Source: an optimization exercise on an open RTL-to-GDS flow (aim: a short achievable clock period and few clock cycles). Production flows keep margins and buffers that such runs may drop.
No run shown here included a check of the RTL's function; only the layout flow was run.
Power is estimated from default activity; no workload was simulated.

==> flow/design.v <==
module cpu (
    input  logic       CLOCK
  , input  logic       RESET
  , input  logic [7:0] read_bus
  , output logic [3:0] ctrl_bus
  , output logic [7:0] addr_bus
  , output logic [7:0] write_bus
  , output logic [7:0] OUT
);
  localparam int U_NB0 = 0, U_NB1 = 1, U_NB2 = 2, U_JMP = 3, U_JCC = 4, U_ADD = 5,
                 U_CMP = 6, U_PUSH = 7, U_POP = 8, U_ALU = 9, U_Z = 10, U_HLT = 11,
                 U_R1 = 12, U_R2 = 13, U_W = 14, U_WIMM = 15, U_DSTA = 16, U_DSTSP = 17,
                 U_YA = 18, U_YSP = 19, U_YIMM = 20, U_XA = 21, U_XSP = 22, U_R1S0 = 23,
                 U_R1S1 = 24, U_R2S0 = 25, U_R2S1 = 26, U_HSB = 27, U_W_ = 28;
  function automatic logic [U_W_-1:0] pdec(input logic [7:0] o);
    logic mac, add, cmp, push, pop, jmp, jcc, nop, hlt, hs, hd;
    logic [2:0] sm, dm;
    logic [U_W_-1:0] u;
    mac  = ~(o[7] & o[6]);
    add  = o[7:6] == 2'b01;
    cmp  = o[7:6] == 2'b10;
    push = o[7:3] == 5'b11000;
    pop  = o[7:3] == 5'b11001;
    jmp  = o == 8'b11010000;
    jcc  = o[7:4] == 4'b1110;
    nop  = o == 8'b11111110;
    hlt  = o[7:6] == 2'b11 & ~(push | pop | jmp | jcc | nop);
    sm   = o[2:0];
    dm   = pop ? o[2:0] : o[5:3];
    hs   = (mac | push) & sm[1];
    hd   = (mac | pop) & (dm[1:0] == 2'b10);
    u = '0;
    u[U_NB2]   = hs & hd;
    u[U_NB1]   = jmp | jcc | hs | hd;
    u[U_NB0]   = 1'b0;
    u[U_JMP]   = jmp;
    u[U_JCC]   = jcc;
    u[U_ADD]   = add;
    u[U_CMP]   = cmp;
    u[U_PUSH]  = push;
    u[U_POP]   = pop;
    u[U_ALU]   = mac | push | pop;
    u[U_Z]     = jmp | jcc | nop | hlt;
    u[U_HLT]   = hlt;
    u[U_R1]    = ((mac | push) & (sm[1:0] == 2'b01 | sm[1:0] == 2'b10)) | pop;
    u[U_R2]    = (add | cmp) & (dm[1:0] == 2'b01 | dm[1:0] == 2'b10);
    u[U_W]     = hd | ((mac | pop) & dm == 3'b101) | push;
    u[U_WIMM]  = hd;
    u[U_DSTA]  = (mac | pop) & dm == 3'b000;
    u[U_DSTSP] = (mac | pop) & dm == 3'b100;
    u[U_YA]    = sm == 3'b000;
    u[U_YSP]   = sm == 3'b100;
    u[U_YIMM]  = sm[1:0] == 2'b11;
    u[U_XA]    = dm == 3'b000;
    u[U_XSP]   = dm == 3'b100;
    u[U_R1S0]  = ~pop & (sm[1:0] != 2'b10) & sm[2];
    u[U_R1S1]  = ~pop & (sm[1:0] == 2'b10);
    u[U_R2S0]  = (dm[1:0] != 2'b10) & dm[2];
    u[U_R2S1]  = dm[1:0] == 2'b10;
    if (pop) u[U_R1S0] = 1'b1;
    u[U_HSB]   = hs;
    pdec = u;
  endfunction
  logic [7:0] a, sp, last;
  logic       fc, fz, fs, fo, fu;
  logic [7:0] addr_q, wd_q;
  logic       wr_q;
  logic [7:0] fp;                   
  logic       fpx;
  logic [7:0] ra;                   
  logic       sir;                  
  logic [7:0]      b_d [0:3];
  logic [7:0]      b_a [0:3];
  logic [U_W_-1:0] b_u [0:3];
  logic [3:0]      rp, wp;          
  logic [3:0]      s0, s1, s2;      
  logic            s0r, s1r, s2r;   
  logic [3:0]      qt;              
  logic            pv;              
  logic            rv;              
  logic            ph;              
  logic       xv;
  logic       x_ex, x_a1, x_a2, x_a3, x_done, x_free;
  logic       p_add, p_cmp, p_push, p_pop, p_alu, p_z, p_jcc;
  logic       p_r1, p_r2, p_w, p_wimm, p_dsta, p_dstsp;
  logic       p_ya, p_ysp, p_yimm, p_xa, p_xsp;
  logic [1:0] p_r1s, p_r2s;         
  logic [7:0] p_sb, p_db, p_oa;     
  logic [3:0] p_cc;
  logic       p_off;                
  logic       sx_a, sx_sp;          
  logic [2:0] syp, syn;             
  logic [7:0] opy;                  
  logic       inv_rb;               
  logic       m_cin;
  logic [4:0] a_sel, sp_sel, l_sel, w_sel;
  logic       a_hold, sp_hold, sp_dsel, sp_isel, l_hold, w_hold, f_e, f_m;
  assign addr_bus  = addr_q;
  assign write_bus = wd_q;
  assign ctrl_bus  = {2'b00, wr_q, 1'b0};
  assign OUT       = a;
  function automatic logic [7:0] inc8(input logic [7:0] x);
    logic [7:0] c;
    c[0] = 1'b1;
    c[1] = x[0];
    c[2] = &x[1:0];
    c[3] = &x[2:0];
    c[4] = &x[3:0];
    c[5] = &x[4:0];
    c[6] = &x[5:0];
    c[7] = &x[6:0];
    inc8 = x ^ c;
  endfunction
  function automatic logic [7:0] dec8(input logic [7:0] x);
    logic [7:0] b;
    b[0] = 1'b1;
    b[1] = ~x[0];
    b[2] = ~|x[1:0];
    b[3] = ~|x[2:0];
    b[4] = ~|x[3:0];
    b[5] = ~|x[4:0];
    b[6] = ~|x[5:0];
    b[7] = ~|x[6:0];
    dec8 = x ^ b;
  endfunction
  function automatic logic [8:0] add8(input logic [7:0] x, input logic [7:0] y, input logic ci);
    logic [7:0] g, p, t;
    logic [8:0] c;
    g = x & y; p = x | y; t = x ^ y;
    c[0] = ci;
    c[1] = g[0] | p[0] & ci;
    c[2] = g[1] | p[1] & g[0] | p[1] & p[0] & ci;
    c[3] = g[2] | p[2] & g[1] | p[2] & p[1] & g[0] | p[2] & p[1] & p[0] & ci;
    c[4] = g[3] | p[3] & g[2] | p[3] & p[2] & g[1] | p[3] & p[2] & p[1] & g[0]
         | p[3] & p[2] & p[1] & p[0] & ci;
    for (int i = 5; i <= 8; i++) begin
      logic gg, pp;
      gg = g[i-1]; pp = p[i-1];
      for (int j = i - 2; j >= 4; j--) begin
        gg = gg | pp & g[j];
        pp = pp & p[j];
      end
      c[i] = gg | pp & c[4];
    end
    add8 = {c[8], t ^ c[7:0]};
  endfunction
  function automatic logic [3:0] rot(input logic [3:0] x, input int n);
    logic [7:0] d;
    d = {x, x} << n;
    rot = d[7:4];
  endfunction
  logic [U_W_-1:0] rb_u;
  assign rb_u = pdec(read_bus);
  logic [7:0]      vq0, vq1, vq2, va0, va1;
  logic [U_W_-1:0] vu0;
  always_comb begin
    vq0 = 8'd0;
    vq1 = {8{s1r}} & read_bus;
    vq2 = {8{s2r}} & read_bus;
    va0 = 8'd0;
    va1 = {8{s1r}} & ra;
    vu0 = '0;
    for (int k = 0; k < 4; k++) begin
      vq0 = vq0 | ({8{s0[k]}} & b_d[k]);
      vq1 = vq1 | ({8{s1[k]}} & b_d[k]);
      vq2 = vq2 | ({8{s2[k]}} & b_d[k]);
      va0 = va0 | ({8{s0[k]}} & b_a[k]);
      va1 = va1 | ({8{s1[k]}} & b_a[k]);
      vu0 = vu0 | ({U_W_{s0[k]}} & b_u[k]);
    end
  end
  logic av1, av2, av3, av4;         
  assign av1 = qt[0] | rv;
  assign av2 = qt[1] | (qt[0] & rv);
  assign av3 = qt[2] | (qt[1] & rv);
  assign av4 = qt[3] | (qt[2] & rv);
  logic [7:0] fa, hd;
  assign fa = fpx ? fp : inc8(fp);
  assign hd = qt[0] ? va0 : rv ? ra : pv ? addr_q : fa;
  function automatic logic cond(input logic [3:0] cc, input logic c, input logic z,
                                input logic s, input logic v);
    logic b;
    case (cc[3:1])
      3'd0: b = v;
      3'd1: b = c;
      3'd2: b = z;
      3'd3: b = c | z;
      3'd4: b = s;
      3'd5: b = 1'b0;
      3'd6: b = s ^ v;
      default: b = z | (s ^ v);
    endcase
    cond = (cc[3:1] == 3'd5) | (b ^ cc[0]);
  endfunction
  logic bytes_ok;
  always_comb begin
    if (ph) bytes_ok = qt[0] & (vu0[U_NB2] ? av2 : av1);
    else    bytes_ok = qt[0] & (vu0[U_NB2] ? av3 : vu0[U_NB1] ? av2 : av1);
  end
  logic [3:0] cons_h;
  logic n0, n1, n2;                 
  assign n0 = ~vu0[U_NB1];
  assign n1 = vu0[U_NB1] & ~vu0[U_NB2];
  assign n2 = vu0[U_NB2];
  assign cons_h = ph ? {1'b0, n2, n1, n0} : {n2, n1, n0, 1'b0};
  logic [7:0] sb, db;
  always_comb begin
    sb = ph ? vq0 : vq1;
    case ({~ph, vu0[U_HSB]})
      2'b00:   db = vq0;
      2'b01,
      2'b10:   db = vq1;
      default: db = vq2;
    endcase
  end
  logic [7:0] ex_x, ey, sum_e;
  logic       c8_e, s8_e, ec, ez, es, eo, eu;
  always_comb begin
    ex_x = ({8{sx_a}} & a) | ({8{sx_sp}} & sp);
    ey   = ({8{syp[0]}} & a) | ({8{syp[1]}} & sp) | ({8{syp[2]}} & p_sb)
         | ({8{syn[0]}} & ~a) | ({8{syn[1]}} & ~sp) | ({8{syn[2]}} & ~p_sb);
    {c8_e, sum_e} = add8(ex_x, ey, p_cmp);
    s8_e = ex_x[7] ^ ey[7] ^ c8_e;
    ec = p_cmp ? (c8_e & (ey != 8'hff)) : c8_e;
    ez = ((ex_x ^ ey) == {(ex_x[6:0] | ey[6:0]), p_cmp});
    es = sum_e[7];
    eo = ~s8_e & sum_e[7];
    eu = s8_e & ~sum_e[7];
  end
  logic [7:0] mx, sum_m;
  logic       c8_m, s8_m, mc, mz, ms, mo, mu;
  always_comb begin
    mx = read_bus;
    {c8_m, sum_m} = add8(mx, opy, m_cin);
    s8_m = mx[7] ^ opy[7] ^ c8_m;
    if (inv_rb) begin
      mc = ~c8_m & (read_bus != 8'd0);
      mz = ~(mx ^ opy) == {(mx[6:0] & opy[6:0]), 1'b0};
      ms = ~sum_m[7];
      mo = s8_m & ~sum_m[7];
      mu = ~s8_m & sum_m[7];
    end else begin
      mc = p_cmp ? (c8_m & (opy != 8'hff)) : c8_m;
      mz = ((mx ^ opy) == {(mx[6:0] | opy[6:0]), m_cin});
      ms = sum_m[7];
      mo = ~s8_m & sum_m[7];
      mu = s8_m & ~sum_m[7];
    end
  end
  function automatic logic [7:0] pick(input logic [4:0] sel, input logic [7:0] se,
      input logic [7:0] sm, input logic [7:0] sl, input logic [7:0] sy, input logic [7:0] sr);
    pick = ({8{sel[0]}} & se) | ({8{sel[1]}} & sm) | ({8{sel[2]}} & sl)
         | ({8{sel[3]}} & sy) | ({8{sel[4]}} & sr);
  endfunction
  logic [7:0] sp_inc, sp_dec;
  assign sp_inc = inc8(sp);
  assign sp_dec = dec8(sp);
  logic x_whit;
  assign x_whit = sir;
  logic [7:0] x_waddr;
  always_comb begin
    if (p_wimm) x_waddr = p_db;
    else if (p_push) x_waddr = sp_dec;
    else if (p_pop) x_waddr = sp_inc;
    else x_waddr = sp;
  end
  logic       x_rq, x_rqw;
  logic [7:0] x_addr;
  always_comb begin
    x_rq = 1'b0; x_rqw = 1'b0; x_addr = x_waddr;
    if (x_ex & p_r1) begin
      x_rq = 1'b1;
      x_addr = p_r1s == 2'd0 ? a : p_r1s == 2'd1 ? sp : p_sb;
    end else if (x_ex & p_r2) begin
      x_rq = 1'b1;
      x_addr = p_r2s == 2'd0 ? a : p_r2s == 2'd1 ? sp : p_db;
    end else if (x_a1 & p_r1 & p_r2) begin
      x_rq = 1'b1;
      x_addr = p_r2s == 2'd0 ? a : p_r2s == 2'd1 ? sp : p_db;
    end else if (x_done & p_w) begin
      x_rq = 1'b1; x_rqw = 1'b1;
    end
  end
  logic [7:0] x_tgt;
  assign x_tgt = add8(p_oa, p_sb, 1'b1);
  logic xjt, xwh, xfl;
  assign xjt = x_ex & p_jcc & p_off & cond(p_cc, fc, fz, fs, fo);
  assign xwh = x_done & p_w & x_whit;
  assign xfl = xjt | xwh;
  logic dload, redir;
  assign dload  = bytes_ok & x_free & ~xfl;
  assign redir  = (xjt & ~jskip) | xwh;
  logic out2, out3, out4, jskip;
  assign out2 = qt[1] | (qt[0] & (rv | pv)) | (rv & pv);
  assign out3 = qt[2] | (qt[1] & (rv | pv)) | (qt[0] & rv & pv);
  assign out4 = qt[3] | (qt[2] & (rv | pv)) | (qt[1] & rv & pv);
  assign jskip = (p_sb[7:2] == 6'd0)
               & ((p_sb[1:0] == 2'd1 & out2) | (p_sb[1:0] == 2'd2 & out3) | (p_sb[1:0] == 2'd3 & out4));
  logic [3:0] ch;                   
  always_comb begin
    if (dload) ch = cons_h;
    else if (xjt & jskip) ch = {p_sb[1:0] == 2'd3, p_sb[1:0] == 2'd2, p_sb[1:0] == 2'd1, 1'b0};
    else ch = 4'b0001;
  end
  logic [7:0] rd_a;
  assign rd_a = xjt ? x_tgt : hd;
  logic room;
  always_comb begin
    case ({pv, rv})
      2'b00: room = ~qt[3];
      2'b11: room = ~qt[1];
      default: room = ~qt[2];
    endcase
  end
  logic [3:0] qt_n, rp_n;
  always_comb begin
    qt_n = ({4{ch[0]}} & {av4, av3, av2, av1})
         | ({4{ch[1]}} & {1'b0, av4, av3, av2})
         | ({4{ch[2]}} & {2'b00, av4, av3})
         | ({4{ch[3]}} & {3'b000, av4});
    rp_n = ({4{ch[0]}} & rp) | ({4{ch[1]}} & rot(rp, 1))
         | ({4{ch[2]}} & rot(rp, 2)) | ({4{ch[3]}} & rot(rp, 3));
    if (redir) begin
      qt_n = 4'd0;
      rp_n = 4'b0001;
    end
  end
  always_ff @(posedge CLOCK) begin
    if (RESET) begin
      a <= 8'd0; sp <= 8'h80; last <= 8'd0;
      fc <= 1'b0; fz <= 1'b0; fs <= 1'b0; fo <= 1'b0; fu <= 1'b0;
      addr_q <= 8'd0; wd_q <= 8'd0; wr_q <= 1'b0;
      fp <= 8'd0; fpx <= 1'b0; ra <= 8'd0;
      sir <= 1'b0;
      rp <= 4'b0001; wp <= 4'b0001;
      s0 <= 4'd0; s1 <= 4'd0; s2 <= 4'd0; s0r <= 1'b1; s1r <= 1'b1; s2r <= 1'b1;
      qt <= 4'd0; pv <= 1'b1; rv <= 1'b0; ph <= 1'b0;
      for (int i = 0; i < 4; i++) begin
        b_d[i] <= 8'd0; b_a[i] <= 8'd0; b_u[i] <= '0;
      end
      xv <= 1'b0; x_ex <= 1'b0; x_a1 <= 1'b0; x_a2 <= 1'b0; x_a3 <= 1'b0;
      x_done <= 1'b0; x_free <= 1'b1;
      p_add <= 1'b0; p_cmp <= 1'b0; p_push <= 1'b0; p_pop <= 1'b0; p_alu <= 1'b0;
      p_z <= 1'b0; p_jcc <= 1'b0;
      p_r1 <= 1'b0; p_r2 <= 1'b0; p_w <= 1'b0; p_wimm <= 1'b0; p_dsta <= 1'b0; p_dstsp <= 1'b0;
      p_ya <= 1'b0; p_ysp <= 1'b0; p_yimm <= 1'b0; p_xa <= 1'b0; p_xsp <= 1'b0;
      sx_a <= 1'b0; sx_sp <= 1'b0; syp <= 3'd0; syn <= 3'd0; opy <= 8'd0; inv_rb <= 1'b0; m_cin <= 1'b0;
      a_sel <= 5'd0; sp_sel <= 5'd0; l_sel <= 5'd0; w_sel <= 5'd0;
      a_hold <= 1'b1; sp_hold <= 1'b1; sp_dsel <= 1'b0; sp_isel <= 1'b0; l_hold <= 1'b1; w_hold <= 1'b1;
      f_e <= 1'b0; f_m <= 1'b0;
      p_r1s <= 2'd0; p_r2s <= 2'd0;
      p_sb <= 8'd0; p_db <= 8'd0; p_oa <= 8'd0; p_cc <= 4'd0; p_off <= 1'b0;
    end else begin
      for (int k = 0; k < 4; k++) begin
        if (rv & wp[k]) begin
          b_d[k] <= read_bus; b_a[k] <= ra; b_u[k] <= rb_u;
        end
      end
      qt <= qt_n;
      rp <= rp_n;
      s0 <= {4{qt_n[0]}} & rp_n;
      s1 <= {4{qt_n[1]}} & rot(rp_n, 1);
      s2 <= {4{qt_n[2]}} & rot(rp_n, 2);
      s0r <= ~qt_n[0];
      s1r <= ~qt_n[1];
      s2r <= ~qt_n[2];
      rv <= pv & ~redir;
      ra <= addr_q;
      if (redir) wp <= 4'b0001;
      else if (rv) wp <= rot(wp, 1);
      sir <= hd >= 8'h59;
      if (x_rq) begin
        addr_q <= x_addr;
        wr_q   <= x_rqw;
        pv     <= 1'b0;
        if (redir) begin fp <= rd_a; fpx <= 1'b1; end
      end else if (redir) begin
        addr_q <= rd_a;
        wr_q   <= 1'b0;
        pv     <= 1'b1;
        fp     <= rd_a;
        fpx    <= 1'b0;
      end else if (room) begin
        addr_q <= fa;
        wr_q   <= 1'b0;
        pv     <= 1'b1;
        fp     <= fa;
        fpx    <= 1'b0;
      end else begin
        wr_q   <= 1'b0;
        pv     <= 1'b0;
      end
      a    <= pick(a_sel, sum_e, sum_m, last, ey, read_bus) | ({8{a_hold}} & a);
      sp   <= pick(sp_sel, sum_e, sum_m, last, ey, read_bus) | ({8{sp_hold}} & sp)
            | ({8{sp_dsel}} & sp_dec) | ({8{sp_isel}} & sp_inc);
      last <= pick(l_sel, sum_e, sum_m, last, ey, read_bus) | ({8{l_hold}} & last);
      wd_q <= pick(w_sel, sum_e, sum_m, last, ey, read_bus) | ({8{w_hold}} & wd_q);
      if (f_e) begin fc <= ec; fz <= ez; fs <= es; fo <= eo; fu <= eu; end
      if (f_m) begin fc <= mc; fz <= mz; fs <= ms; fo <= mo; fu <= mu; end
      if (x_free) begin
        x_ex <= dload;
        x_a1 <= 1'b0; x_a2 <= 1'b0; x_a3 <= 1'b0;
        x_done <= dload & ~vu0[U_R1] & ~vu0[U_R2];
        x_free <= ~dload | (~vu0[U_R1] & ~vu0[U_R2]);
      end else begin
        x_ex <= 1'b0;
        x_a1 <= x_ex;
        x_a2 <= x_a1 & p_r1 & p_r2;
        x_a3 <= (x_a1 & ~(p_r1 & p_r2)) | x_a2;
        x_done <= (x_a1 & ~(p_r1 & p_r2)) | x_a2;
        x_free <= (x_a1 & ~(p_r1 & p_r2)) | x_a2;
      end
      if (x_a2) begin
        opy <= read_bus ^ {8{p_cmp}}; inv_rb <= 1'b0; m_cin <= p_cmp;
      end else if (x_a1 & ~p_r2) begin
        opy <= (({8{p_xa}} & a) | ({8{p_xsp}} & sp)) ^ {8{p_cmp}}; inv_rb <= p_cmp; m_cin <= 1'b0;
      end else if (x_a1 & ~p_r1) begin
        opy <= (({8{p_ya}} & a) | ({8{p_ysp}} & sp) | ({8{p_yimm}} & p_sb)) ^ {8{p_cmp}};
        inv_rb <= 1'b0; m_cin <= p_cmp;
      end
      begin
        logic nx_ex, nx_a3, nx_z, cm, c_add, c_cmp, c_dsta, c_dstsp, c_push, c_pop, c_w;
        logic [4:0] roh;
        nx_ex = x_free & dload & vu0[U_ALU] & ~vu0[U_R1] & ~vu0[U_R2];
        nx_z  = x_free & dload & vu0[U_Z];
        nx_a3 = (x_a1 & ~(p_r1 & p_r2)) | x_a2;
        c_add   = nx_ex ? vu0[U_ADD]   : p_add;
        c_cmp   = nx_ex ? vu0[U_CMP]   : p_cmp;
        c_dsta  = nx_ex ? vu0[U_DSTA]  : p_dsta;
        c_dstsp = nx_ex ? vu0[U_DSTSP] : p_dstsp;
        c_push  = nx_ex ? vu0[U_PUSH]  : p_push;
        c_pop   = nx_ex ? vu0[U_POP]   : p_pop;
        c_w     = nx_ex ? vu0[U_W]     : p_w;
        cm = nx_ex | nx_a3;
        if (nx_ex) roh = {1'b0, ~c_add & ~c_cmp, c_cmp, 1'b0, c_add};
        else       roh = {~c_add & ~c_cmp, 1'b0, c_cmp, c_add, 1'b0};
        roh = roh & {5{cm}};
        a_sel <= roh & {5{c_dsta}};       a_hold <= ~(cm & c_dsta);
        sp_sel <= roh & {5{c_dstsp}};
        sp_dsel <= cm & c_push;
        sp_isel <= cm & c_pop & ~c_dstsp;
        sp_hold <= ~(cm & (c_dstsp | c_push | c_pop));
        l_sel <= roh;                     l_hold <= ~cm & ~nx_z;
        w_sel <= roh & {5{c_w}};          w_hold <= ~(cm & c_w);
        f_e <= nx_ex & (c_add | c_cmp);
        f_m <= nx_a3 & (c_add | c_cmp);
      end
      if (dload) ph <= vu0[U_HLT];
      if (x_free) begin
        xv <= dload;
        p_add <= vu0[U_ADD]; p_cmp <= vu0[U_CMP]; p_push <= vu0[U_PUSH]; p_pop <= vu0[U_POP];
        p_alu <= vu0[U_ALU];
        p_z <= vu0[U_Z];
        p_jcc <= vu0[U_JCC] | vu0[U_JMP];
        p_oa <= ph ? va0 : va1;
        p_r1 <= vu0[U_R1]; p_r2 <= vu0[U_R2]; p_w <= vu0[U_W]; p_wimm <= vu0[U_WIMM];
        p_dsta <= vu0[U_DSTA]; p_dstsp <= vu0[U_DSTSP];
        p_ya <= vu0[U_YA]; p_ysp <= vu0[U_YSP]; p_yimm <= vu0[U_YIMM];
        p_xa <= vu0[U_XA]; p_xsp <= vu0[U_XSP];
        sx_a <= vu0[U_XA]; sx_sp <= vu0[U_XSP];
        syp <= {vu0[U_YIMM], vu0[U_YSP], vu0[U_YA]} & {3{~vu0[U_CMP]}};
        syn <= {vu0[U_YIMM], vu0[U_YSP], vu0[U_YA]} & {3{vu0[U_CMP]}};
        p_r1s <= {vu0[U_R1S1], vu0[U_R1S0]};
        p_r2s <= {vu0[U_R2S1], vu0[U_R2S0]};
        p_sb <= sb; p_db <= db;
        p_cc <= vu0[U_JMP] ? 4'b1010 : vq0[3:0];
        p_off <= sb != 8'd0;
      end
    end
  end
endmodule
==> flow/run.sh <==
#!/bin/bash
# synth_recipe.tcl (not shown) runs the flow's synth.tcl, then flattens the netlist and writes it again
# the make line also repeats each setting of config.mk as NAME=value (left out here)
make -C /OpenROAD-flow-scripts/flow DESIGN_CONFIG=/design/flow/config.mk WORK_HOME=/design/flow/orfs CLKGATE_MAP_FILE= SYNTH_SCRIPT=/design/flow/synth_recipe.tcl finish
==> flow/config.mk <==
export PLATFORM = sky130hd
export DESIGN_NAME = cpu
export DESIGN_NICKNAME = cpu
export VERILOG_FILES = /design/flow/design.v
export SDC_FILE = /design/flow/constraint.sdc
export NUM_CORES = 4
export LEC_CHECK = 0
export CAP_MARGIN = 20
export CORE_MARGIN = 2
export CORE_UTILIZATION = 40
export SETUP_SLACK_MARGIN = 2.0
export SLEW_MARGIN = 20
==> flow/constraint.sdc <==
create_clock -name core_clock -period 4.0 [get_ports {CLOCK}]
set_input_delay 0.8000 -clock core_clock [delete_from_list [all_inputs] [get_ports {CLOCK}]]
set_output_delay 0.8000 -clock core_clock [all_outputs]
set_load 0.01 [all_outputs]
==> results of run 1 <==
[worst min path at each step]
stage	cells after the start	start	slack, ps	endpoint
after floorplan	2	p_db[7]	430	p_db[7]
after global placement	2	b_u[1][27]	440	b_u[1][27]
after detailed placement	2	b_u[3][19]	450	b_u[3][19]
after CTS	2	b_u[3][19]	450	b_u[3][19]
after global routing	2	b_u[1][13]	470	b_u[1][13]
final	2	b_u[3][17]	450	b_u[3][17]
[layer usage]
metal,vias up,GRT usage [%],wire length (microns)
li1,8744,-,-
met1,9231,37.5,30600
met2,1039,45.6,33000
met3,229,4.56,6470
met4,0,13.0,3480
met5,-,0,0
[state kept, by name, indices dropped and copies added (netlist names), 5 cells and up]
register and cells:
a 8, a_sel 5, addr_q 8, b_a 32, b_d 32, b_u 108, fp 8, l_sel 5
last 8, opy 8, p_db 8, p_oa 8, p_sb 8, ra 8, sp 8, sp_sel 5
w_sel 5, wd_q 8
[through the flow]
stage	worst slack, ps	instances	util (%)
final	1090	3127	51.9
after detailed placement	568	2913	43.3
after global routing	1010	3127	51.9
after global placement	622	2912	43.3
after floorplan	1360	2413	-
after CTS	1160	3078	49.8
[synth_stat cells, types with 6 or more instances]
master	instances	area (sq um)
nand2_1	438	1640
dfxtp_1	362	7250
a21oi_1	242	1210
nor2_1	188	706
clkbuf_1	167	627
a22oi_1	120	901
inv_1	100	375
ha_1	68	851
mux2i_1	65	651
a222oi_1	54	541
o21ai_0	54	270
nand3_1	53	265
a221oi_1	41	359
a211oi_1	40	300
xnor2_1	40	350
a22o_1	35	307
buf_1	30	113
a31oi_1	20	125
nor2b_1	20	125
xor2_1	20	175
and3_1	19	119
o31ai_1	18	135
nand4_1	15	93.8
and2_1	14	87.6
nor3_1	13	65.1
nand2b_1	12	75.1
fa_1	11	220
a21o_1	10	75.1
a311oi_1	9	78.8
mux2_2	9	101
o211ai_1	8	60.1
o221ai_1	8	70.1
nor3b_1	7	52.6
buf_4	6	45.0
o21a_1	6	45.0
[where the power goes]
| part | switching, mW | internal, mW | total (mW) |
|---|---|---|---|
| logic | 1.01 | 0.701 | 1.71 |
| clock network | 1.56 | 2.23 | 3.79 |
| registers | 0.262 | 3.77 | 4.03 |
[repair_timing]
action,CTS,global route
gates cloned,1,1
setup buffers,93,48
setup endpoints to repair,249,241
pin swaps,79,87
resized for setup,349,176
[cell type report]
cell class | count | area (sq um)
clock buffers | 56 | 1120
clock inverters | 15 | 210
fillers | 4338 | 22800
inverters | 100 | 395
multi-input cells | 1741 | 12500
flip-flops and latches | 362 | 7390
well taps | 615 | 769
repair buffers | 238 | 2270
[cell families (layout without fill, tap and decap cells)]
family                     after synthesis  after routing  share of synthesized area, %
and+or+nand+nor                        807            807                          18.0
AOI/OAI and AO/OA                      717            717                          25.8
DFF                                    362            362                          37.7
buffers and inverters                  310            409                          6.25
adders and majority gates               79             79                          5.57
muxes                                   75             75                          3.98
xor gates and xnor gates                60             60                          2.73
other                                    1              3                        0.0195
[tightest hold or removal path, stage by stage (launching register included)]
cell     delay [ps]
dfxtp_1         310
nand2_1          50
a21oi_1          50
==> flow_summary.ini, run 1 <==
[routing]
wire_per_inst_microns = 23.5
drc_errors = 0
drtIter0Drc = 2762
routed_wl_mm = 73.5
num_vias = 19200
first_pass_iters = 8
viasPerCell = 6.15
drtAntennaViolNets = 0

[clocking]
postCtsHoldBufs = 0
root_buffer = clkbuf_16
clock_path_buffers = 3
clock-sinks = 362
clk_latency_ps = 580
htree_num_levels = 2
cts_buffers = 40
clk_pin_slew_worst_paths_ps = 60
cts_tree = yes

[logic_synthesis]
ys_ff_latch = 362
syn_area_sq_mm = 0.0192
postSynthCellCount = 2411
synthArstFlopShare_pct = 0
synth.yosys.seq_area_share_pct = 37.7
synth_flop_cell = dfxtp_1
yosysWarnings = 4
syn_area_per_cell_sq_um = 7.97
synth.distinct_cells = 79
synth_edf_count = 0

[setup_path]
crit_required_ps = 4430
path_buf_inv = 3
setup.worst_path.end = last[4]
r2r_start = p_sb[0]
cp.depth = 15
crit_family = compound AO/OA/AOI/OAI gates
critPathSlowestCell = fa_2
reg2reg_depth = 15
critPathKind = reg -> reg
path_max_fanout = 4
cp.arrival_ps = 3340
path_cells = buf_6 > mux2i_2 > nand3_2 > inv_2 > ha_4 > nand2b_4 > a21oi_4 > nor2_4 > o21ba_4 > nor2_4 > nor2_2 > fa_2 > inv_2 > a222oi_1 > a31oi_1
setup.worst_path.start_class = flip-flop
slowest_delay_ps = 520
reg2reg_to = last[4]
critPathLaunch = p_sb[0]
ff2ff_setup_slack_ps = 1090
endpoint_kind = flip-flop

[sta]
finalSetupTns_ps = 0
fmax_ghz = 0.344
slew_headroom_pct = 24.9
rsz0062_at_grt = yes
setup_violations = 0
fin_crit_ps = 2910
tightest_slew_ps = 1120
whs_ps = 451
period_share_pct = 72.8
hold_viol = 0
drv_slew = 0
clock_skew_ps = 26.4

[die]
die_w_microns = 223
core_sq_mm = 0.0475
initial_core_util_pct = 40.4
core.rowCount = 80
die-area_sq_mm = 0.0498
fp.dieH_microns = 223
boundaryPins = 38

[layout]
finish.net_count = 2572
stdcell_area_sq_mm = 0.0247
syn2layout_area_growth_pct = 28.5
antenna_cells = 0
mostFrequentLayoutCell = nand2_1
mostFrequentLayoutCells = 420 x nand2_1, 306 x dfxtp_1, 214 x a21oi_1
layout-drive-gt1-share_pct = 25.7

[global_routing]
antenna_found_initial = 0
grt.overflow.total = 0
first_global_vias = 18500
grt_max_degree = 72
grt_first_pass_wirelength_mm = 110
grt.total_usage_pct = 28.4

[outcome]
outcome = no timing/DRC/antenna violations

[worst_hold_path]
min_path_type = reg -> reg

[power_and_ir_drop]
peakVddDrop_mv = 0.266
p_total_mw = 9.53
power_density_mw_per_mm2 = 386
p_leak_nw = 9.00

[place]
dpl.hpwl_mm = 47.7
place_area_sq_mm = 0.0206
gp_congestion = 0.966
io_buffers = 34

[flow_run]
maxCapViolCount = 0
==> run 2: changes to the inputs <==
--- a/flow/design.v
+++ b/flow/design.v
@@ -124,23 +124,20 @@
     dec8 = x ^ b;
   endfunction
   function automatic logic [8:0] add8(input logic [7:0] x, input logic [7:0] y, input logic ci);
-    logic [7:0] g, p, t;
+    logic [8:0] g, p;
+    logic [7:0] t;
     logic [8:0] c;
-    g = x & y; p = x | y; t = x ^ y;
-    c[0] = ci;
-    c[1] = g[0] | p[0] & ci;
-    c[2] = g[1] | p[1] & g[0] | p[1] & p[0] & ci;
-    c[3] = g[2] | p[2] & g[1] | p[2] & p[1] & g[0] | p[2] & p[1] & p[0] & ci;
-    c[4] = g[3] | p[3] & g[2] | p[3] & p[2] & g[1] | p[3] & p[2] & p[1] & g[0]
-         | p[3] & p[2] & p[1] & p[0] & ci;
-    for (int i = 5; i <= 8; i++) begin
-      logic gg, pp;
-      gg = g[i-1]; pp = p[i-1];
-      for (int j = i - 2; j >= 4; j--) begin
-        gg = gg | pp & g[j];
-        pp = pp & p[j];
+    g = {x & y, ci}; p = {x | y, 1'b0}; t = x ^ y;
+    for (int i = 0; i <= 8; i++) begin
+      logic acc;
+      acc = 1'b0;
+      for (int j = 0; j <= i; j++) begin
+        logic term;
+        term = g[j];
+        for (int k = j + 1; k <= i; k++) term = term & p[k];
+        acc = acc | term;
       end
-      c[i] = gg | pp & c[4];
+      c[i] = acc;
     end
     add8 = {c[8], t ^ c[7:0]};
   endfunction
--- a/flow/config.mk
+++ b/flow/config.mk
@@ -8,5 +8,5 @@
 export CAP_MARGIN = 20
 export CORE_MARGIN = 2
 export CORE_UTILIZATION = 40
-export SETUP_SLACK_MARGIN = 2.0
+export SETUP_SLACK_MARGIN = 2.5
 export SLEW_MARGIN = 20
==> flow_summary.ini, run 2 <==
[power_and_ir_drop]
p_leak_nw = 10.1
peakVddDrop_mv = 0.260
power_density_mw_per_mm2 = 363

[logic_synthesis]
postSynthCellCount = 2459
yosysWarnings = 4
yosys.area.top_type_share_pct = 37.4
synth.yosys.seq_area_share_pct = 37.4
ys_ff_latch = 362
syn_area_sq_mm = 0.0194
synth.distinct_cells = 80
yosysMostFrequentCell = nand2_1
synth_common_cells = 452 x nand2_1, 362 x dfxtp_1, 264 x a21oi_1
synth_edf_count = 0
synth.area.top_cells = dfxtp_1 37%, nand2_1 8.8%, a21oi_1 6.8%
syn_area_per_cell_sq_um = 7.88
synth_flop_cell = dfxtp_1
synthArstFlopShare_pct = 0
yosys.area.top_type = dfxtp_1

[global_routing]
grt.overflow.total = 0
first_global_vias = 19300
grt_first_pass_wirelength_mm = 119
grt_max_degree = 111
grt.total_usage_pct = 30.8
antenna_found_initial = 2

[setup_path]
r2r_start = a[0]
setup.worst_path.start_class = flip-flop
path_common_cell = a221oi_4
path_max_fanout = 4
path_cells = mux2i_2 > nand3_2 > inv_2 > ha_4 > nand2b_4 > a21oi_4 > o21bai_4 > a221oi_4 > a221oi_4 > or4b_1 > a311o_1 > a21oi_1
slowest_delay_ps = 490
reg2reg_to = fo
cp.arrival_ps = 3260
ff2ff_setup_slack_ps = 1250
critPathKind = reg -> reg
crit_required_ps = 4510
critPathSlowestCell = or4b_1
endpoint_kind = flip-flop
reg2reg_depth = 12

[place]
place_area_sq_mm = 0.0211
dpl.hpwl_mm = 49.0
pre_cts_ws_ps = 485
io_buffers = 34
gp_congestion = 0.969

[die]
core_sq_mm = 0.0477
die_w_microns = 224
boundaryPins = 38
fp.dieH_microns = 224
initial_core_util_pct = 40.6
core.rowCount = 80
die-area_sq_mm = 0.0502

[layout]
multi_input_area_sq_mm = 0.0135
seqCellArea_sq_mm = 0.00742
layout-drive-gt1-share_pct = 34.0
reg_top3 = b_u x108, b_a x32, b_d x32
largest_reg_flops = 108
fillers = 3998
mostFrequentLayoutCells = 422 x nand2_1, 293 x dfxtp_1, 193 x a21oi_1
mostFrequentLayoutCell = nand2_1
finish.net_count = 2735
largest-register = b_u
stdcell_area_sq_mm = 0.0273
syn2layout_area_growth_pct = 40.8

[sta]
setup_violations = 0
tightest_slew_ps = 841
fin_crit_ps = 2750
fin_ws_ps = 1250
finalSetupTns_ps = 0
clock_skew_ps = 17.9
hold_viol = 0
period_share_pct = 68.8
rsz0062_at_grt = yes
fmax_ghz = 0.364
slew_headroom_pct = 43.8
drv_slew = 0

[clocking]
htree_num_levels = 2
clock-sinks = 362
clk_latency_ps = 580
clk_pin_slew_worst_paths_ps = 60
root_buffer = clkbuf_16
cts_buffers = 40
clock_path_buffers = 3
cts_tree = yes

[routing]
drc_errors = 0
wire_per_inst_microns = 25.9
num_vias = 20700
viasPerCell = 6.30
routed_wl_mm = 85.3
drtIter0Drc = 2944
drtAntennaViolNets = 0
first_pass_iters = 9

[worst_hold_path]
hp-start = b_u[3][11]
holdPathEnd = b_u[3][11]
min_path_type = reg -> reg
worstHoldPathCells = 2

[flow_run]
maxCapViolCount = 0

[outcome]
outcome = no timing/DRC/antenna violations
[run 2: changes by cell type in the layout (fill, tap and decap cells not counted), moves of 21 or more]
| cell | delta |
|---|---|
| a21oi_2 | +39 |
| a21oi_1 | -21 |
| buf_4 | +52 |
| a22oi_2 | +25 |
| a22oi_1 | -22 |
| buf_6 | +52 |
[run 2: critical path, delay by kind of cell (launching register included)]
| family | cells | cell delay (ps) |
|---|---|---|
| and+or+nand+nor | 3 | 770 |
| buffers and inverters | 1 | 70 |
| AOI/OAI and AO/OA | 6 | 1130 |
| muxes | 1 | 160 |
| adders and majority gates | 1 | 160 |
| DFF | 1 | 370 |
[run 2: area by class of cell]
cell class / count / area share, %
Sequential cell: 362 / 27.2
Clock buffer: 54 / 4.12
Inverter: 89 / 1.41
Tap cell: 615 / 2.82
Multi-Input combinational cell: 1800 / 49.6
Antenna cell: 1 / 0.00917
Clock inverter: 10 / 0.573
Timing Repair Buffer: 360 / 14.2
[run 2: repair_timing]
action,CTS,global route
hold buffers,0,0
resized for setup,593,149
cloned,10,22
endpoints found under the setup margin,377,358
setup buffers,176,62
pin swaps,174,106
[run 2: worst max path at each step]
| stage | startpoint | endpoint | slack, ps | depth (start not counted) |
|---|---|---|---|---|
| floorplan | p_sb[0] | fo | 1340 | 13 |
| global placement | read_bus[0] | last[4] | 560 | 11 |
| detailed placement | read_bus[0] | last[4] | 490 | 11 |
| CTS | a[0] | fo | 1320 | 12 |
| global route | a[0] | fo | 1180 | 12 |
| finish | a[0] | fo | 1250 | 12 |
[run 2: layer usage]
layer / track usage [%] / routed length, microns / vias to the layer above
met1: 40.5 / 32800 / 9925
li1: - / - / 9138
met3: 5.39 / 9190 / 363
met2: 49.4 / 37800 / 1293
met5: 0 / 80 / -
met4: 13.7 / 5400 / 2
[run 2: where the power goes]
group | total, mW | switching, mW | internal, mW
clock network | 3.77 | 1.56 | 2.21
registers | 4.01 | 0.248 | 3.76
logic | 2.12 | 1.19 | 0.931
[run 2: logic make-up after synthesis]
kind of cell               Yosys count  share of synthesized area, %
adders and majority gates           72                          4.73
and+or+nand+nor                    851                          18.9
DFF                                362                          37.4
muxes                               75                          4.01
buffers and inverters              307                          6.27
other                                1                        0.0194
xor gates and xnor gates            70                          3.17
AOI/OAI and AO/OA                  721                          25.5
[run 2: through the flow]
step,instances,util [%],hold WS (ps),power [mW]
after CTS,3206,53.9,454,9.61
after floorplan,2461,-,420,5.06
after detailed placement,2956,44.3,447,5.48
after global routing,3290,57.1,470,10.2
after global placement,2956,44.3,439,5.44
final,3291,57.1,456,9.90
==> run 3: changes to the inputs <==
--- a/flow/config.mk
+++ b/flow/config.mk
@@ -8,5 +8,5 @@
 export CAP_MARGIN = 20
 export CORE_MARGIN = 2
 export CORE_UTILIZATION = 40
-export SETUP_SLACK_MARGIN = 2.5
+export SETUP_SLACK_MARGIN = 2.0
 export SLEW_MARGIN = 20
==> flow_summary.ini, run 3 <==
[outcome]
outcome = no timing/DRC/antenna violations

[sta]
drv_slew = 0
fin_ws_ps = 1210
clock_skew_ps = 36.0
fmax_ghz = 0.358
slew_headroom_pct = 30.3
period_share_pct = 69.8
whs_ps = 453
setup_violations = 0
tightest_slew_ps = 1040
rsz0062_at_grt = yes
fin_crit_ps = 2790
hold_viol = 0
finalSetupTns_ps = 0

[power_and_ir_drop]
power_frac_clock_pct = 40.8
p_total_mw = 9.71
p_sw_mw = 2.87
p_leak_nw = 9.26
p_int_mw = 6.84
power_density_mw_per_mm2 = 388
swShare_pct = 29.6
peakVddDrop_mv = 0.259
comb_power_share_pct = 17.9
p_seq_share_pct = 41.3

[logic_synthesis]
yosys.area.top_type_share_pct = 37.4
syn_area_per_cell_sq_um = 7.88
synth_common_cells = 452 x nand2_1, 362 x dfxtp_1, 264 x a21oi_1
yosysWarnings = 4
yosysMostFrequentCell = nand2_1
synthArstFlopShare_pct = 0
yosys.area.top_type = dfxtp_1
synth_flop_cell = dfxtp_1
synth_edf_count = 0
postSynthCellCount = 2459
synth.yosys.seq_area_share_pct = 37.4
ys_ff_latch = 362
synth.area.top_cells = dfxtp_1 37%, nand2_1 8.8%, a21oi_1 6.8%
syn_area_sq_mm = 0.0194
synth.distinct_cells = 80

[die]
initial_core_util_pct = 40.6
die_w_microns = 224
die-area_sq_mm = 0.0502
boundaryPins = 38
core.rowCount = 80
core_sq_mm = 0.0477
fp.dieH_microns = 224

[layout]
syn2layout_area_growth_pct = 29.2
layout-drive-gt1-share_pct = 25.6
mostFrequentLayoutCell = nand2_1
reg_top3 = b_u x108, b_a x32, b_d x32
finish.net_count = 2611
antenna_cells = 0
largest-register = b_u
fin_util_pct = 52.4
largest_reg_flops = 108
mostFrequentLayoutCells = 435 x nand2_1, 306 x dfxtp_1, 237 x a21oi_1

[routing]
viasPerCell = 6.19
drtAntennaViolNets = 0
num_vias = 19700
drtIter0Drc = 2611
routed_wl_mm = 74.9
wire_per_inst_microns = 23.6
first_pass_iters = 9
drc_errors = 0

[clocking]
clk_pin_slew_worst_paths_ps = 70
clk_latency_ps = 590
clock-sinks = 362
htree_num_levels = 2
cts_tree = yes
clock_path_buffers = 3
cts_buffers = 41
postCtsHoldBufs = 0
root_buffer = clkbuf_16

[place]
pre_cts_ws_ps = 479
io_buffers = 34
dpl.hpwl_mm = 47.6
gp_congestion = 0.930

[worst_hold_path]
min_path_type = reg -> reg

[setup_path]
path_common_cell = a221oi_4
crit_required_ps = 4520
setup.worst_path.start_class = flip-flop
ff2ff_setup_slack_ps = 1210
path_max_fanout = 4
endpoint_kind = flip-flop
slowest_delay_ps = 490
critPathSlowestCell = or4b_1
path_cells = mux2i_2 > nand3_2 > inv_2 > ha_4 > nand2b_4 > a21oi_4 > o21bai_4 > a221oi_4 > a221oi_4 > or4b_1 > a311o_1 > a21oi_2
critPathKind = reg -> reg
cp.arrival_ps = 3310
crit_family = compound AO/OA/AOI/OAI gates
path_buf_inv = 1

[global_routing]
grt_max_degree = 140
antenna_found_initial = 0
grt_first_pass_wirelength_mm = 113
grt.total_usage_pct = 29.1
grt.overflow.total = 0
first_global_vias = 18700

[flow_run]
maxCapViolCount = 0
-- run 3: path summary, 6_finish.rpt --
kind | from | endpoint | cells past startpoint
setup / recovery | a[0] | fo | 12
hold / removal | b_u[1][17] | b_u[1][17] | 2
setup reg to reg | a[0] | fo | 12
hold reg to reg | b_u[1][17] | b_u[1][17] | 2
-- run 3: final cells by class --
class	instances	area, sq um
Tap cell	615	769
Clock inverter	13	185
Multi-Input combinational cell	1794	12700
Inverter	89	372
Timing Repair Buffer	241	2400
Fill cell	4310	22700
Sequential cell	362	7380
Clock buffer	60	1210
-- run 3: layer usage --
| layer | track usage (%) | routed length [microns] |
|---|---|---|
| met5 | 0 | 0 |
| met4 | 12.8 | 3190 |
| met3 | 5.05 | 7020 |
| met2 | 46.0 | 33800 |
| met1 | 39.0 | 30900 |
-- run 3: cell families after synthesis --
family | after synthesis | share of synthesized area, %
and+or+nand+nor | 851 | 18.9
other | 1 | 0.0194
xor gates and xnor gates | 70 | 3.17
DFF | 362 | 37.4
buffers and inverters | 307 | 6.27
muxes | 75 | 4.01
adders and majority gates | 72 | 4.73
AOI/OAI and AO/OA | 721 | 25.5
-- run 3: metrics by stage --
stage / cells / cell area [sq um]
finish: 3174 / 25000
global route: 3174 / 25000
floorplan: 2461 / 20200
detailed placement: 2951 / 20600
CTS: 3142 / 24400
global placement: 2951 / 20600
-- run 3: power by group through the flow --
| stage | Combinational (mW) | Sequential [mW] | Clock (mW) |
|---|---|---|---|
| floorplan | 1.03 | 3.95 | 0 |
| global placement | 1.29 | 4.09 | 0 |
| detailed placement | 1.32 | 4.09 | 0 |
| CTS | 1.62 | 4.00 | 4.00 |
| global route | 1.86 | 4.02 | 4.14 |
| finish | 1.74 | 4.01 | 3.96 |
-- run 3: worst reg2reg max path, stage by stage (launching register included) --
cell,delay [ps]
dfxtp_4,380
mux2i_2,160
nand3_2,150
inv_2,80
ha_4,170
nand2b_4,140
a21oi_4,170
o21bai_4,90
a221oi_4,310
a221oi_4,130
or4b_1,490
a311o_1,340
a21oi_2,110
-- run 3: repair_timing --
action	4_1_cts	5_1_grt
setup endpoints to repair	335	188
pin swaps	67	66
gates cloned	6	0
buffers inserted	112	32
gates resized for setup	416	120
==> run 4: changes to the inputs <==
--- a/flow/config.mk
+++ b/flow/config.mk
@@ -8,5 +8,5 @@
 export CAP_MARGIN = 20
 export CORE_MARGIN = 2
 export CORE_UTILIZATION = 40
-export SETUP_SLACK_MARGIN = 2.0
+export SETUP_SLACK_MARGIN = 3.0
 export SLEW_MARGIN = 20
==> flow_summary.ini, run 4 <==
[global_routing]
grt_max_degree = 73
first_global_vias = 20400
grt.total_usage_pct = 33.3
grt.overflow.total = 0
grt_first_pass_wirelength_mm = 128
antenna_found_initial = 0

[setup_path]
slowest_delay_ps = 490
critPathSlowestCell = or4b_1
r2r_start = a[0]
critPathLaunch = a[0]
path_cells = mux2i_1 > nand3_2 > inv_2 > ha_4 > nand2b_4 > a21oi_4 > o21bai_4 > a221oi_4 > a221oi_4 > or4b_1 > a311o_1 > a21oi_1
crit_required_ps = 4500
critPathKind = reg -> reg
setup.worst_path.start_class = flip-flop
path_max_fanout = 4
path_common_cell = a221oi_4
endpoint_kind = flip-flop
path_buf_inv = 1
cp.arrival_ps = 3290
crit_family = compound AO/OA/AOI/OAI gates

[sta]
drv_slew = 0
fin_crit_ps = 2790
finalSetupTns_ps = 0
period_share_pct = 69.8
hold_viol = 0
fmax_ghz = 0.358
whs_ps = 457
tightest_slew_ps = 879
fin_ws_ps = 1210
setup_violations = 0
rsz0062_at_grt = yes
clock_skew_ps = 17.9
slew_headroom_pct = 41.2

[layout]
largest_reg_flops = 108
reg_top3 = b_u x108, b_a x32, b_d x32
syn2layout_area_growth_pct = 55.4
final_cells = 3406
layout-drive-gt1-share_pct = 45.3
largest-register = b_u
finish.net_count = 2840
mostFrequentLayoutCell = nand2_1
mostFrequentLayoutCells = 338 x nand2_1, 279 x dfxtp_1, 186 x buf_4
antenna_cells = 0

[power_and_ir_drop]
p_leak_nw = 11.4
power_density_mw_per_mm2 = 358
peakVddDrop_mv = 0.292
p_total_mw = 10.8

[routing]
first_pass_iters = 12
wire_per_inst_microns = 26.7
drtAntennaViolNets = 0
num_vias = 22100
viasPerCell = 6.48
drc_errors = 0
routed_wl_mm = 90.9
drtIter0Drc = 3381

[clocking]
root_buffer = clkbuf_16
clk_latency_ps = 580
htree_num_levels = 2
clk_pin_slew_worst_paths_ps = 60
clock_path_buffers = 3
cts_buffers = 43
cts_tree = yes
clock-sinks = 362

[die]
fp.dieH_microns = 224
die_w_microns = 224
initial_core_util_pct = 40.6
die-area_sq_mm = 0.0502
core.rowCount = 80
core_sq_mm = 0.0477
boundaryPins = 38

[place]
pre_cts_ws_ps = 457
dpl.cell_count = 2937
gp_congestion = 0.959
dpl.hpwl_mm = 48.2
io_buffers = 34

[logic_synthesis]
synth.area.top_cells = dfxtp_1 37%, nand2_1 8.8%, a21oi_1 6.8%
synthArstFlopShare_pct = 0
yosysWarnings = 4
ys_ff_latch = 362
syn_area_per_cell_sq_um = 7.88
synth_flop_cell = dfxtp_1
syn_area_sq_mm = 0.0194
postSynthCellCount = 2459
yosys.area.top_type_share_pct = 37.4
synth_common_cells = 452 x nand2_1, 362 x dfxtp_1, 264 x a21oi_1
synth.yosys.seq_area_share_pct = 37.4
yosys.area.top_type = dfxtp_1
synth_edf_count = 0
yosysMostFrequentCell = nand2_1
synth.distinct_cells = 80

[outcome]
outcome = no timing/DRC/antenna violations

[worst_hold_path]
min_path_type = reg -> reg
hp-start = b_u[3][7]

[flow_run]
maxCapViolCount = 0
## run 4: cell counts after synthesis
No cell type changed its count.
## run 4: what timing repair did
action | in CTS | in global routing
hold buffers | 0 | 0
gates cloned | 49 | 9
resized for setup | 735 | 376
pin swaps | 230 | 243
setup buffers | 241 | 92
endpoints found under the setup margin | 387 | 387
## run 4: worst min-delay path, stage by stage, from the launching register on
cell and delay (ps):
dfxtp_1 320, nand2_2 60, a21oi_2 40
## run 4: cells by family after synthesis
logic type | Yosys count | synth area share, %
fa+ha+maj | 72 | 4.73
other cells | 1 | 0.0194
simple gates | 851 | 18.9
mux | 75 | 4.01
xor+xnor | 70 | 3.17
compound gates | 721 | 25.5
flops | 362 | 37.4
buf+inv | 307 | 6.27
## run 4: metal layers
metal	vias to the layer above	share of wire (%)	track usage [%]
met5	-	0	0
met4	0	7.6	19.2
met3	462	12	6.49
met2	1557	43	52.3
met1	10600	37	42.8
li1	9417	-	-
## run 4: final timing paths
| kind | to | slack, ps | cells past startpoint |
|---|---|---|---|
| setup / recovery | fo | 1210 | 12 |
| hold / removal | b_u[3][7] | 460 | 2 |
| setup reg to reg | fo | 1210 | 12 |
| hold reg to reg | b_u[3][7] | 460 | 2 |
## run 4: cell type report
type,instances,area [sq um]
tap,615,769
multi-input combinational,1827,14900
timing repair buffer,435,5100
inverter,89,393
clock buffer,62,1290
clock inverter,16,198
fill,3607,17700
sequential,362,7450
## run 4: power breakdown
group	internal [mW]	switching [mW]
logic	1.16	1.38
clock network	2.50	1.68
registers	3.76	0.303
## run 4: through the flow
stage	area, sq um	util [%]
2_1_floorplan	21400	-
3_3_place_gp	21200	44.4
3_5_place_dp	21200	44.4
4_1_cts	27700	58.0
5_1_grt	30100	63.0
6_report	30100	63.0
==> run 5: changes to the inputs <==
--- a/flow/design.v
+++ b/flow/design.v
@@ -123,7 +123,7 @@
     b[7] = ~|x[6:0];
     dec8 = x ^ b;
   endfunction
-  function automatic logic [8:0] add8(input logic [7:0] x, input logic [7:0] y, input logic ci);
+  function automatic logic [9:0] add8(input logic [7:0] x, input logic [7:0] y, input logic ci);
     logic [8:0] g, p;
     logic [7:0] t;
     logic [8:0] c;
@@ -139,7 +139,7 @@
       end
       c[i] = acc;
     end
-    add8 = {c[8], t ^ c[7:0]};
+    add8 = {c[8], c[7], t ^ c[7:0]};
   endfunction
   function automatic logic [3:0] rot(input logic [3:0] x, input int n);
     logic [7:0] d;
@@ -211,38 +211,31 @@
     endcase
   end
   logic [7:0] ex_x, ey, sum_e;
-  logic       c8_e, s8_e, ec, ez, es, eo, eu;
+  logic       c8_e, c7_e, t7_e, ec, ez, es, eo, eu;
   always_comb begin
     ex_x = ({8{sx_a}} & a) | ({8{sx_sp}} & sp);
     ey   = ({8{syp[0]}} & a) | ({8{syp[1]}} & sp) | ({8{syp[2]}} & p_sb)
          | ({8{syn[0]}} & ~a) | ({8{syn[1]}} & ~sp) | ({8{syn[2]}} & ~p_sb);
-    {c8_e, sum_e} = add8(ex_x, ey, p_cmp);
-    s8_e = ex_x[7] ^ ey[7] ^ c8_e;
+    {c8_e, c7_e, sum_e} = add8(ex_x, ey, p_cmp);
+    t7_e = ex_x[7] ^ ey[7];
     ec = p_cmp ? (c8_e & (ey != 8'hff)) : c8_e;
     ez = ((ex_x ^ ey) == {(ex_x[6:0] | ey[6:0]), p_cmp});
-    es = sum_e[7];
-    eo = ~s8_e & sum_e[7];
-    eu = s8_e & ~sum_e[7];
+    es = t7_e ^ c7_e;
+    eo = t7_e ? (c8_e & ~c7_e) : (~c8_e & c7_e);
+    eu = t7_e ? (~c8_e & c7_e) : (c8_e & ~c7_e);
   end
   logic [7:0] mx, sum_m;
-  logic       c8_m, s8_m, mc, mz, ms, mo, mu;
+  logic       c8_m, c7_m, t7_m, mc, mz, ms, mo, mu;
   always_comb begin
     mx = read_bus;
-    {c8_m, sum_m} = add8(mx, opy, m_cin);
-    s8_m = mx[7] ^ opy[7] ^ c8_m;
-    if (inv_rb) begin
-      mc = ~c8_m & (read_bus != 8'd0);
-      mz = ~(mx ^ opy) == {(mx[6:0] & opy[6:0]), 1'b0};
-      ms = ~sum_m[7];
-      mo = s8_m & ~sum_m[7];
-      mu = ~s8_m & sum_m[7];
-    end else begin
-      mc = p_cmp ? (c8_m & (opy != 8'hff)) : c8_m;
-      mz = ((mx ^ opy) == {(mx[6:0] | opy[6:0]), m_cin});
-      ms = sum_m[7];
-      mo = ~s8_m & sum_m[7];
-      mu = s8_m & ~sum_m[7];
-    end
+    {c8_m, c7_m, sum_m} = add8(mx, opy, m_cin);
+    t7_m = mx[7] ^ opy[7] ^ inv_rb;
+    mc = (c8_m ^ inv_rb) & (inv_rb ? (read_bus != 8'd0) : (~p_cmp | (opy != 8'hff)));
+    mz = inv_rb ? (~(mx ^ opy) == {(mx[6:0] & opy[6:0]), 1'b0})
+                : ((mx ^ opy) == {(mx[6:0] | opy[6:0]), m_cin});
+    ms = t7_m ^ c7_m;
+    mo = t7_m ? (c8_m & ~c7_m) : (~c8_m & c7_m);
+    mu = t7_m ? (~c8_m & c7_m) : (c8_m & ~c7_m);
   end
   function automatic logic [7:0] pick(input logic [4:0] sel, input logic [7:0] se,
       input logic [7:0] sm, input logic [7:0] sl, input logic [7:0] sy, input logic [7:0] sr);
@@ -279,7 +272,9 @@
     end
   end
   logic [7:0] x_tgt;
-  assign x_tgt = add8(p_oa, p_sb, 1'b1);
+  logic [9:0] x_tgt_c;
+  assign x_tgt_c = add8(p_oa, p_sb, 1'b1);
+  assign x_tgt = x_tgt_c[7:0];
   logic xjt, xwh, xfl;
   assign xjt = x_ex & p_jcc & p_off & cond(p_cc, fc, fz, fs, fo);
   assign xwh = x_done & p_w & x_whit;
--- a/flow/config.mk
+++ b/flow/config.mk
@@ -8,5 +8,5 @@
 export CAP_MARGIN = 20
 export CORE_MARGIN = 2
 export CORE_UTILIZATION = 40
-export SETUP_SLACK_MARGIN = 3.0
+export SETUP_SLACK_MARGIN = 2.5
 export SLEW_MARGIN = 20
==> flow_summary.ini, run 5 <==
[outcome]
outcome = no timing/DRC/antenna violations

[layout]
fillers = 3293
mostFrequentLayoutCell = dfxtp_1
syn2layout_area_growth_pct = 63.3
finish.net_count = 2850
seqCellArea_sq_mm = 0.00743
reg_top3 = b_u x108, b_a x32, b_d x32
mostFrequentLayoutCells = 290 x dfxtp_1, 235 x nand2_1, 205 x buf_4
multi_input_area_sq_mm = 0.0159
layout-drive-gt1-share_pct = 51.4
largest-register = b_u
largest_reg_flops = 108

[setup_path]
critPathKind = reg -> reg
path_max_fanout = 4
setup.worst_path.start_class = flip-flop
crit_required_ps = 4480
cp.arrival_ps = 3400
endpoint_kind = flip-flop

[logic_synthesis]
synth-compound-area-share_pct = 25.9
yosysMostFrequentCell = nand2_1
synthArstFlopShare_pct = 0
synthXorXnorAreaFrac_pct = 3.16
synthSimpleGateAreaFrac_pct = 18.6
yosys.area.top_type = dfxtp_1
synth_common_cells = 427 x nand2_1, 362 x dfxtp_1, 251 x a21oi_1
synth_top_family_by_area = compound AO/OA/AOI/OAI gates
ys_ff_latch = 362
synthAdderAreaFrac_pct = 4.72
synth.yosys.seq_area_share_pct = 37.3
synth_edf_count = 0
synth_flop_cell = dfxtp_1
yosysWarnings = 4
yosys.area.top_type_share_pct = 37.3
syn_area_sq_mm = 0.0194
synthMuxAreaShare_pct = 3.77
synth.area.top_cells = dfxtp_1 37%, nand2_1 8.3%, a21oi_1 6.5%
synth.distinct_cells = 87
postSynthCellCount = 2442
syn_area_per_cell_sq_um = 7.95

[flow_run]
maxCapViolCount = 0

[clocking]
cts_tree = yes
htree_num_levels = 2
clk_latency_ps = 610
clock-sinks = 362
cts_buffers = 41
root_buffer = clkbuf_16
clock_path_buffers = 3
clk_pin_slew_worst_paths_ps = 60

[global_routing]
first_global_vias = 21400
grt.overflow.total = 0
grt.total_usage_pct = 38.3
antenna_found_initial = 1
grt_first_pass_wirelength_mm = 143
grt_max_degree = 119

[sta]
setup_violations = 0
finalSetupTns_ps = 0
clock_skew_ps = 32.6
hold_viol = 0
rsz0062_at_grt = yes
fmax_ghz = 0.343
slew_headroom_pct = 41.9
period_share_pct = 72.9
fin_crit_ps = 2920
drv_slew = 0
tightest_slew_ps = 871

[power_and_ir_drop]
peakVddDrop_mv = 0.299
p_total_mw = 11.0
power_density_mw_per_mm2 = 348
p_leak_nw = 12.2

[routing]
drtIter0Drc = 3810
wire_per_inst_microns = 32.0
drc_errors = 0
drtAntennaViolNets = 0
viasPerCell = 6.84
routed_wl_mm = 109
first_pass_iters = 8
num_vias = 23300

[worst_hold_path]
min_path_type = reg -> reg

[die]
boundaryPins = 38
initial_core_util_pct = 40.6
die-area_sq_mm = 0.0503
core_sq_mm = 0.0478
die_w_microns = 224
core.rowCount = 80
fp.dieH_microns = 224

[place]
dpl.hpwl_mm = 49.7
gp_congestion = 0.938
io_buffers = 34
## run 5: cell types whose count changed after synthesis, moves of 12 or more
cell      before  now
inv_1         87   99
a22oi_1      123  110
nand2_1      452  427
nor2_1       193  215
a211oi_1      36   57
a21oi_1      264  251
## run 5: cell type report
cell class	count	area share [%]
antenna	1	0.00789
clock buffer	56	3.71
clock inverter	16	0.923
inverter	99	1.29
multi-input combinational	1792	50.1
sequential	362	23.4
tap	615	2.43
timing repair buffer	471	18.1
timing repair inverter	1	0.0237
## run 5: repair_timing
| action | in CTS | in global routing |
|---|---|---|
| hold buffers | 0 | 0 |
| setup buffers | 234 | 110 |
| pin swaps | 302 | 256 |
| endpoints found under the setup margin | 376 | 371 |
| gates cloned | 57 | 4 |
| gates resized for setup | 925 | 475 |
## run 5: cells by family after synthesis
group	count (synthesis)
other cells	1
buf+inv	314
compound gates	714
fa+ha+maj	72
xor+xnor	70
simple gates	840
flops	362
mux	69
## run 5: report_power, final
part	total, mW	switching [mW]	leakage (nW)	internal, mW
Clock	4.29	1.72	0.713	2.57
Combinational	2.72	1.56	8.53	1.16
Sequential	4.01	0.270	2.97	3.74
Total	11.0	3.55	12.2	7.47
## run 5: worst max-delay path: stages, from the launching register on
cell      delay (ps)
dfxtp_4          380
mux2i_1          210
nand3_2          150
inv_2            110
ha_4             130
nand2b_4         120
a21oi_2           70
o21ba_4          210
o41a_1           350
a221o_2          480
buf_6            160
o21ai_2           90
a31oi_1           50
o41ai_1          290
## run 5: path summary, 6_finish.rpt
path / start / end / slack [ps] / cells after the start
worst max register to register: a[0] / fo / 1080 / 13
worst min register to register: b_u[0][6] / b_u[0][6] / 460 / 2
worst min-delay path: b_u[0][6] / b_u[0][6] / 460 / 2
worst max-delay path: a[0] / fo / 1080 / 13
## run 5: per-stage QoR
| step | setup slack, ps | instance area (sq um) | std cells | hold slack, ps | util, % |
|---|---|---|---|---|---|
| after floorplan | 1170 | 21200 | 2444 | 425 | - |
| after detailed placement | 481 | 21200 | 2935 | 446 | 44.3 |
| after CTS | 1110 | 28800 | 3298 | 454 | 60.2 |
| after global placement | 552 | 21200 | 2935 | 441 | 44.3 |
| final | 1080 | 31700 | 3413 | 463 | 66.3 |
| after global routing | 1000 | 31700 | 3412 | 476 | 66.3 |
## run 5: metal layers
layer / routed length [microns] / part of all wire (%) / vias up / global-route usage (%)
met5: 115 / 0.11 / - / 0
met4: 10300 / 9.4 / 6 / 24.4
met3: 15200 / 14 / 724 / 11.8
met2: 46500 / 43 / 2023 / 58.5
met1: 37300 / 34 / 11200 / 47.0
li1: - / - / 9408 / -

==> port drivers added, routing unchanged <==
In the flow no input, the clock included, has a driving cell. The finished layouts below were timed again as built, in two steps. Step 1: set_driving_cell puts a clkbuf_16 on CLOCK and a buf_2 on each other input, an assumption about the parent block. Step 2 also shifts input and output timing later by t, the mid clock arrival at the registers, as if the neighbouring blocks saw the same clock. Slacks: no drivers / after step 1 / after step 2; pairs: no drivers / after step 1.
run	t, ns	slack for setup (ns)	worst setup path at the end	worst data-port slew with drivers (ns)
run 1	0.631	1.090 / 1.090 / 0.934	input to register	0.06
run 2	0.629	1.249 / 1.249 / 1.062	input to register	0.06
run 3	0.632	1.208 / 1.208 / 0.902	input to register	0.03
run 4	0.633	1.209 / 1.209 / 1.084	input to register	0.19
run 5	0.662	1.084 / 1.084 / 0.955	input to register	0.08
After both steps every run listed still meets setup and hold. The setup slack of run 3, which loses most, moves by 0.000 ns with the drivers and by -0.306 ns with both steps.
